This design comes from an exercise in tuning for small area and a short achievable clock period on the open sky130 flow, not from production work.
No run shown here included a check of the RTL's function; only the layout flow was run.
Power is estimated from default activity; no workload was simulated.

==> flow/design.v, too long to show whole: its modules and the start of the top module <==
// module cmx_add: 16 lines
// module bfu_internal: 19 lines
// module cmx_mult: 104 lines
// module delay_buffer: 31 lines
// module rom_async: 16 lines
// module tw_rom: 18 lines
// module bfu_dif_top: 621 lines
module bfu_dif_top
  #(parameter  Q_POINT = 8,
    parameter  TW_ROM_DEPTH = 4,
    parameter ADDR_W = $clog2(TW_ROM_DEPTH),
    parameter TW_ROM_FILE = "tw_rom_p_8_st_1_q_8.mem")
   (
     input clk,
     input reset_n,
     input [31:0] a,
     input [31:0] b,
     input [ADDR_W-1:0] tw_addr,
     output [31:0] c_plus,
     output [31:0] c_minus
   );
  // ...
==> flow/tw_rom_p_8_st_1_q_8.mem <==
00000100
FF4B00B5
FF000000
FF4BFF4B
==> flow/flow/run.sh <==
#!/bin/bash
# Standard layout, with the ports buffered by buf_2 cells instead of the
# cell buffer_ports picks by default, and a clock tree with larger sink
# clusters and no dummy loads. Each ORFS step logs under orfs/logs/.
set -euo pipefail
bash standard.sh BUFFER_PORTS_ARGS="-buffer_cell sky130_fd_sc_hd__buf_2" \
  CTS_ARGS="-sink_clustering_enable -repair_clock_nets -dont_use_dummy_load -sink_clustering_size 30 -sink_clustering_max_diameter 80" \
  finish > standard.log 2>&1
==> flow/standard.sh <==
#!/bin/bash
# synth_recipe.tcl (not shown) runs the flow's synth.tcl, then flattens the netlist and writes it again
# the make line also repeats each setting of config.mk as NAME=value (left out here)
make -C /OpenROAD-flow-scripts/flow DESIGN_CONFIG=/design/flow/config.mk WORK_HOME=/design/flow/orfs CLKGATE_MAP_FILE= SYNTH_SCRIPT=/design/flow/synth_recipe.tcl "${@:-finish}"
==> flow/config.mk <==
export PLATFORM = sky130hd
export DESIGN_NAME = bfu_dif_top
export DESIGN_NICKNAME = bfu_dif_top
export VERILOG_FILES = /design/flow/design.v
export SDC_FILE = /design/flow/constraint.sdc
export NUM_CORES = 4
export LEC_CHECK = 0
export CAP_MARGIN = 20
export CORE_MARGIN = 2
export CORE_UTILIZATION = 40
export SETUP_SLACK_MARGIN = 3.85
export SLEW_MARGIN = 20
==> flow/constraint.sdc <==
create_clock -name core_clock -period 6.5 [get_ports {clk}]
set_input_delay 1.3000 -clock core_clock [delete_from_list [all_inputs] [get_ports {clk}]]
set_output_delay 1.3000 -clock core_clock [all_outputs]
set_load 0.01 [all_outputs]
==> impl_metrics.toml, run 1 <==
[clock_network]
numClockSinks = 445
cts_resized = 16
postCtsSetupBuffers = 0

[sta]
layout_setup_ws_ps = 3930
fin_crit_ps = 2570
finalMaxSlewViolations = 0

[power_and_ir_drop]
switchingPower_mw = 3.10
comb_power_share_pct = 36.8

[placement]
dp_cells = 2291
place_hpwl_mm = 21.8

[layout]
clkbuf_count = 24
biggestCellCategory = "registers"
layout.nets = 2008
multi_input_area_sq_um = 7950
buffers_excl_clock = 144
final_common_cell = "dfxtp_1"

[grt]
grt_pass1_wl_mm = 48.0
grt_max_degree = 34

[yosys]
syn_area_sq_um = 17500
synth_compound_area_share_pct = 10.4
synth_top_family_by_area = "adder cells"

[worst_setup_path]
path_cells = "nand2b_1, a21o_1, a221oi_2, fa_1, ha_4, nand2_1, o211ai_1, buf_4, xor2_1"
start_kind = "flip-flop"
crit_required_ps = 6980

[min_path]
min-delay-start = "p3[24]"
hp-class = "flip-flop to flip-flop"

[outcome]
status = "timing/DRC/antenna clean"
==> run 2: changes to the inputs <==
==> flow/flow/run.sh (replaced) <==
#!/bin/bash
# Standard layout, with the ports buffered by buf_1 cells instead of the
# cell buffer_ports picks by default, and a clock tree with larger sink
# clusters and no dummy loads. Each ORFS step logs under orfs/logs/.
set -euo pipefail
bash standard.sh BUFFER_PORTS_ARGS="-buffer_cell sky130_fd_sc_hd__buf_1" \
  CTS_ARGS="-sink_clustering_enable -repair_clock_nets -dont_use_dummy_load -sink_clustering_size 30 -sink_clustering_max_diameter 80" \
  finish > standard.log 2>&1
--- a/flow/config.mk
+++ b/flow/config.mk
@@ -9,4 +9,4 @@
 export CORE_MARGIN = 2
 export CORE_UTILIZATION = 40
-export SETUP_SLACK_MARGIN = 3.85
+export SETUP_SLACK_MARGIN = 4.0
 export SLEW_MARGIN = 20
==> run 2 against run 1 <==
  * Synthesized cell count did not move
  * Die area did not move
  * Area after synthesis did not move
  * Total power rose by 1.5%
  * Critical path type unchanged
  * Critical path depth did not move
  * Highest routed layer is now met5
==> impl_metrics.toml, run 2 <==
[placement]
post-place-ws_ps = 3430
port_buffers = 130
routabilityCongestion = 0.808
place_hpwl_mm = 22.2

[die]
die_h_microns = 213
coreArea_sq_um = 43200
chipWidth_microns = 213
die_area_sq_um = 45500
initial_core_util_pct = 40.6
ios = 132
rows = 76

[clock_network]
cts_buffers = 23
cts_tree = "yes"
htreeDepth = 1
hold_buffers = 0
clock_latency_ps = 560
numClockSinks = 445
clk_pin_slew_ps = 100
root_buffer = "clkbuf_16"
clockBufferDepth = 3

[worst_setup_path]
rr_endpoint = "ib5[6]"
cp_top_family = "adder cells"
slowest_stage = "fa_1"
crit_type = "flip-flop to flip-flop"
cp-end-kind = "flip-flop"
crit_arrival_ps = 3010
reg2reg_depth = 9
reg2reg_from = "uih4[3]"
start_kind = "flip-flop"
startpoint = "uih4[3]"
worstPathMaxFanout = 5
critPathBufInv = 1
slowest_delay_ps = 520
r2r_setup_slack_ps = 3950
path_cells = "nand2b_4, a21o_1, a2111oi_4, fa_1, ha_4, nand2_2, o211ai_1, buf_4, xor2_1"
crit_required_ps = 6960

[route]
ant_nets = 0
route.detailed.drc = 0
drt_iter0_drc = 462
dr.pass1.iters = 5
via_per_inst = 4.55
wirelength_mm = 29.7
vias = 10700
avgRoutedWirePerCell_microns = 12.7

[grt]
grt_pass1_wl_mm = 49.8
first_global_vias = 10600
busiest_layer = "met2"
grtUsageMet1_pct = 17.3
gr-usage-met3_pct = 2.35
antenna_found_initial = 1
grt_use_met2_pct = 22.7
grt_overflow_total = 0
grt_max_degree = 34
track_usage_pct = 13.2

[sta]
fin_crit_ps = 2550
setup_tns_ps = 0
finalMaxSlewViolations = 0
rsz0062_at_grt = "true"
fmax_mhz = 392
worst_pin_slew_ps = 667
setup_viol = 0
skew_ps = 60.2
hold_viol_final = 0
holdWs_ps = 297
layout_setup_ws_ps = 3950
fin_crit_sh_pct = 39.2
slew_headroom_pct = 54.4

[yosys]
yosysMostFrequentCell = "dfxtp_1"
synth_top_area_cell = "dfxtp_1"
yosysWarnings = 1
ys_seq_area_share_pct = 50.9
syn_area_sq_um = 17500
ys_async_sr_fraction_pct = 0
ys_ff_latch = 445
yosys.area_share.simple_pct = 10.4
synth_compound_area_share_pct = 10.4
synthXorXnorAreaFrac_pct = 7.00
synth_common_cells = "dfxtp_1 (445), inv_1 (147), ha_1 (128)"
syn_nets = 1890
synthMuxAreaShare_pct = 0.121
synth_edf_count = 0
synthTopCellsByArea = "dfxtp_1 (51%), ha_1 (9.1%), fa_1 (7.5%)"
synth_top_family_by_area = "adder cells"
syn_inst = 1628
synth_top_area_share_pct = 50.9
synth_cell_types = 64
avgSynthCellArea_sq_um = 10.8
synth_fa_ha_area_share_pct = 16.8
ys.flop_type = "dfxtp_1"

[min_path]
hold_depth = 0
hp-class = "flip-flop to flip-flop"
min_to = "uih4[0]"
min-delay-start = "uih3[0]"

[layout]
syn_to_final_growth_pct = 12.2
layout.nets = 2019
insertedDiodeCount = 0
drive_gt1_share_pct = 7.35
final_cell_mix = "dfxtp_1 (426), inv_1 (140), buf_1 (129), ha_1 (115), nor2_1 (91)"
final_common_cell = "dfxtp_1"
fin_util_pct = 45.5

[power_and_ir_drop]
power_density_nw_per_um2 = 467
p_sw_share_pct = 34.7
intPower_mw = 6.00
p_seq_share_pct = 46.4
comb_power_share_pct = 38.1
power_leakage_nw = 8.77
switchingPower_mw = 3.18
clkPwrFrac_pct = 15.6
ir_drop_v = 0.000251

[outcome]
status = "timing/DRC/antenna clean"

[run]
maxCapViolCount = 0
[run 2: changes by cell type in the layout (fill, tap and decap cells not counted), sizes merged]
cell / delta
buf: +11
diode: -2
[run 2: power by group through the flow]
stage / registers [mW] / logic, mW / clock network (mW)
after floorplan: 4.05 / 2.62 / 0
after global placement: 4.32 / 3.09 / 0
after detailed placement: 4.34 / 3.16 / 0
after CTS: 4.28 / 3.34 / 1.50
after global routing: 4.38 / 4.02 / 1.60
final: 4.26 / 3.50 / 1.43
[run 2: cells by family after synthesis]
kind of cell               Yosys count
DFF                                445
and+or+nand+nor                    363
AOI/OAI and AO/OA                  283
buffers and inverters              199
adders and majority gates          196
xor gates and xnor gates           140
muxes                                2
[run 2: worst max-delay path by stage]
stage | end | slack (ps) | cells past startpoint
detailed placement | sr1[6] | 3430 | 9
CTS | rb5[7] | 3970 | 10
floorplan | ic5a | 3880 | 10
global placement | sr1[6] | 3440 | 9
finish | ib5[6] | 3950 | 9
global route | cui2 | 3870 | 9
[run 2: layout make-up]
cell class / count / area, sq um
Sequential cell: 445 / 8960
Timing Repair Buffer: 156 / 707
Multi-Input combinational cell: 984 / 8100
Fill cell: 4144 / 23500
Clock buffer: 23 / 576
Inverter: 147 / 578
Tap cell: 585 / 732
[run 2: metrics by stage]
stage	instance area [sq um]	instances	power, mW
after floorplan	17700	1628	6.67
final	19700	2340	9.18
after global routing	19700	2340	10.0
after CTS	19400	2327	9.12
after detailed placement	18600	2291	7.49
after global placement	18600	2291	7.41
[run 2: what timing repair did]
action,CTS,global route
setup endpoints to repair,15,21
buffers inserted,13,13
resized for setup,38,29
pin swaps,5,14
[run 2: metal layers]
| layer | wire (microns) | part of all wire, % |
|---|---|---|
| met1 | 13900 | 47 |
| met2 | 13900 | 47 |
| met3 | 1360 | 4.6 |
| met4 | 554 | 1.9 |
| met5 | 13 | 0.044 |
==> run 3: changes to the inputs <==
==> flow/flow/run.sh (replaced) <==
#!/bin/bash
# Standard layout, with the ports buffered by buf_2 cells instead of the
# cell buffer_ports picks by default, and a clock tree with larger sink
# clusters and no dummy loads. Each ORFS step logs under orfs/logs/.
set -euo pipefail
bash standard.sh BUFFER_PORTS_ARGS="-buffer_cell sky130_fd_sc_hd__buf_2" \
  CTS_ARGS="-sink_clustering_enable -repair_clock_nets -dont_use_dummy_load -sink_clustering_size 18 -sink_clustering_max_diameter 60 -buf_list sky130_fd_sc_hd__clkbuf_8" \
  finish > standard.log 2>&1
==> run 3 against run 2 <==
  * Still clean on timing, DRC and antenna
  * Total power is 1.7% lower
  * Routed wire length increased by 1.1%
  * Setup slack better by 36 ps
  * Maximum frequency up 1.4%
  * Hold slack worse by 14 ps
  * Critical path depth unchanged
  * Synthesized cell count did not move
  * Area after synthesis did not move
  * Sequential share of layout area decreased by 0.24 points
  * Clock skew up 23 ps
  * Utilization grew 0.25 points
  * Highest routed layer unchanged
==> impl_metrics.toml, run 3 <==
[worst_setup_path]
worstPathMaxFanout = 5
crit_type = "flip-flop to flip-flop"
rr_endpoint = "ic5a"
crit_arrival_ps = 3020
reg2reg_from = "uih4[3]"
cp-end-kind = "flip-flop"
r2r_setup_slack_ps = 3990
crit_required_ps = 7000
reg2reg_depth = 9
start_kind = "flip-flop"

[power_and_ir_drop]
intPower_mw = 5.88
power_density_nw_per_um2 = 457
ir_drop_v = 0.000203
p_sw_share_pct = 34.9
comb_power_share_pct = 38.5
clkPwrFrac_pct = 14.3
p_seq_share_pct = 47.2
switchingPower_mw = 3.15
power_mw = 9.03
power_leakage_nw = 9.13

[yosys]
synth_cell_types = 64
ys_async_sr_fraction_pct = 0
ys.flop_type = "dfxtp_1"
avgSynthCellArea_sq_um = 10.8
synth_edf_count = 0
synthTopCellsByArea = "dfxtp_1 (51%), ha_1 (9.1%), fa_1 (7.5%)"
yosysWarnings = 1
yosysMostFrequentCell = "dfxtp_1"
ys_ff_latch = 445
ys_seq_area_share_pct = 50.9
syn_nets = 1890
synth_common_cells = "dfxtp_1 (445), inv_1 (147), ha_1 (128)"
synth_top_area_share_pct = 50.9
syn_area_sq_um = 17500
syn_inst = 1628
synth_top_area_cell = "dfxtp_1"

[placement]
port_buffers = 130
dp_cells = 2291
routabilityCongestion = 0.808
place_hpwl_mm = 22.2
post-place-ws_ps = 3480

[clock_network]
root_buffer = "clkbuf_8"
cts_tree = "yes"
clk_pin_slew_ps = 100
cts_buffers = 36
clock_latency_ps = 620
hold_buffers = 0
htreeDepth = 2
clockBufferDepth = 3
numClockSinks = 445

[grt]
first_global_vias = 10600
antenna_found_initial = 2
grt_pass1_wl_mm = 49.4
grt_overflow_total = 0
grt_max_degree = 34
track_usage_pct = 13.3

[sta]
worst_pin_slew_ps = 732
setup_tns_ps = 0
fin_crit_sh_pct = 38.7
hold_viol_final = 0
rsz0062_at_grt = "true"
fin_crit_ps = 2510
setup_viol = 0
slew_headroom_pct = 51.1
skew_ps = 83.5
layout_setup_ws_ps = 3990
fmax_mhz = 398
finalMaxSlewViolations = 0

[layout]
final_cell_mix = "dfxtp_1 (424), inv_1 (141), buf_2 (130), ha_1 (117), nor2_1 (91)"
layoutNonFillerInstCount = 2359
nFillCells = 4059
layout.nets = 2037
drive_gt1_share_pct = 15.7
final_common_cell = "dfxtp_1"
syn_to_final_growth_pct = 12.9

[route]
ant_nets = 0
route.detailed.drc = 0
via_per_inst = 4.55
dr.pass1.iters = 5
avgRoutedWirePerCell_microns = 12.7
drt_iter0_drc = 383
wirelength_mm = 30.0
vias = 10700

[die]
initial_core_util_pct = 40.6
die_area_sq_um = 45500
rows = 76
ios = 132
coreArea_sq_um = 43200
chipWidth_microns = 213
die_h_microns = 213

[run]
maxCapViolCount = 0

[min_path]
min-delay-start = "p5[7]"
hold_depth = 0
hp-class = "flip-flop to flip-flop"
min_to = "p6[7]"

[outcome]
status = "timing/DRC/antenna clean"
## run 3: kinds of logic after synthesis
logic type / share of synthesized area (%)
DFF: 50.9
and+or+nand+nor: 10.4
adders and majority gates: 16.8
buffers and inverters: 4.44
xor gates and xnor gates: 7.00
AOI/OAI and AO/OA: 10.4
muxes: 0.121
## run 3: repair_timing
item,in CTS,in global routing
gates resized for setup,32,37
pin swaps,3,22
gates cloned,0,0
setup buffers,2,29
setup endpoints to repair,15,17
## run 3: routing by layer
metal,vias to the layer above,routed length (microns),GRT usage [%],share of wire [%]
li1,5584,-,-,-
met1,4902,14100,17.0,47
met2,176,13800,22.0,46
met3,60,1200,2.54,4.0
met4,2,903,5.65,3.0
met5,-,13,0,0.043
## run 3: worst max-delay path by stage
stage,start,to,slack [ps]
after floorplan,uih4[3],ic5a,3880
after global placement,k4,rb5[7],3480
after detailed placement,k4,rb5[7],3480
after CTS,k4,rb5[7],3950
after global routing,uih4[3],ic5a,3840
final,uih4[3],ic5a,3990
## run 3: layout make-up
type | instances | area [sq um] | area share [%]
Sequential cell | 445 | 8970 | 45.4
Multi-Input combinational cell | 984 | 8090 | 40.9
Timing Repair Buffer | 161 | 900 | 4.55
Tap cell | 585 | 732 | 3.70
Inverter | 147 | 578 | 2.92
Clock buffer | 36 | 495 | 2.51
Antenna cell | 1 | 2.50 | 0.0127
## run 3: power by group through the flow
stage	sequential (mW)	combinational, mW	clock [mW]
2_1_floorplan	4.05	2.62	0
6_report	4.26	3.48	1.29
3_5_place_dp	4.33	3.20	0
5_1_grt	4.39	4.02	1.47
3_3_place_gp	4.31	3.14	0
4_1_cts	4.28	3.26	1.38
## run 3: metrics by stage
stage | cell area (sq um) | utilization, % | hold slack (ps)
finish | 19800 | 45.8 | 283
global route | 19800 | 45.8 | 283
floorplan | 17700 | - | 310
CTS | 19400 | 44.9 | 284
global placement | 18800 | 43.5 | 310
detailed placement | 18800 | 43.5 | 312
## run 3: worst max-delay path, cell delays in order, from the launching register on
cell and delay, ps:
dfxtp_4 360, nand2b_4 160, a21o_1 220, a2111oi_4 370, fa_1 510, ha_4 310
nand2_2 40, o211ai_1 250, a21o_1 160, a21o_1 100

## re-timing with driven ports
No port has a modelled driver above. Below, the same layouts with a new extraction and two added sets of constraints.
Step 1 sets driving cells, clkbuf_16 on the clock port and buf_2 on the other inputs (assumed; they add their load-dependent delay and slew).
Step 2, shift: input delay + t, output delay - t, t = (earliest + latest rising clock arrival at the registers) / 2. This alone moves slack from input paths to output paths.
Three values: no drivers, after step 1, after step 2; two values: the first two.
run	t, ns	setup slack, ns	cell pins on the clock port's net
run 1	0.586	3.931 / 3.931 / 3.565	1
run 2	0.590	3.950 / 3.950 / 3.544	1
run 3	0.623	3.985 / 3.985 / 3.534	1
After both steps every run listed still meets setup and hold. For run 3, which loses most, drivers alone change the setup slack by 0.000 ns; drivers and shift together by -0.451 ns.
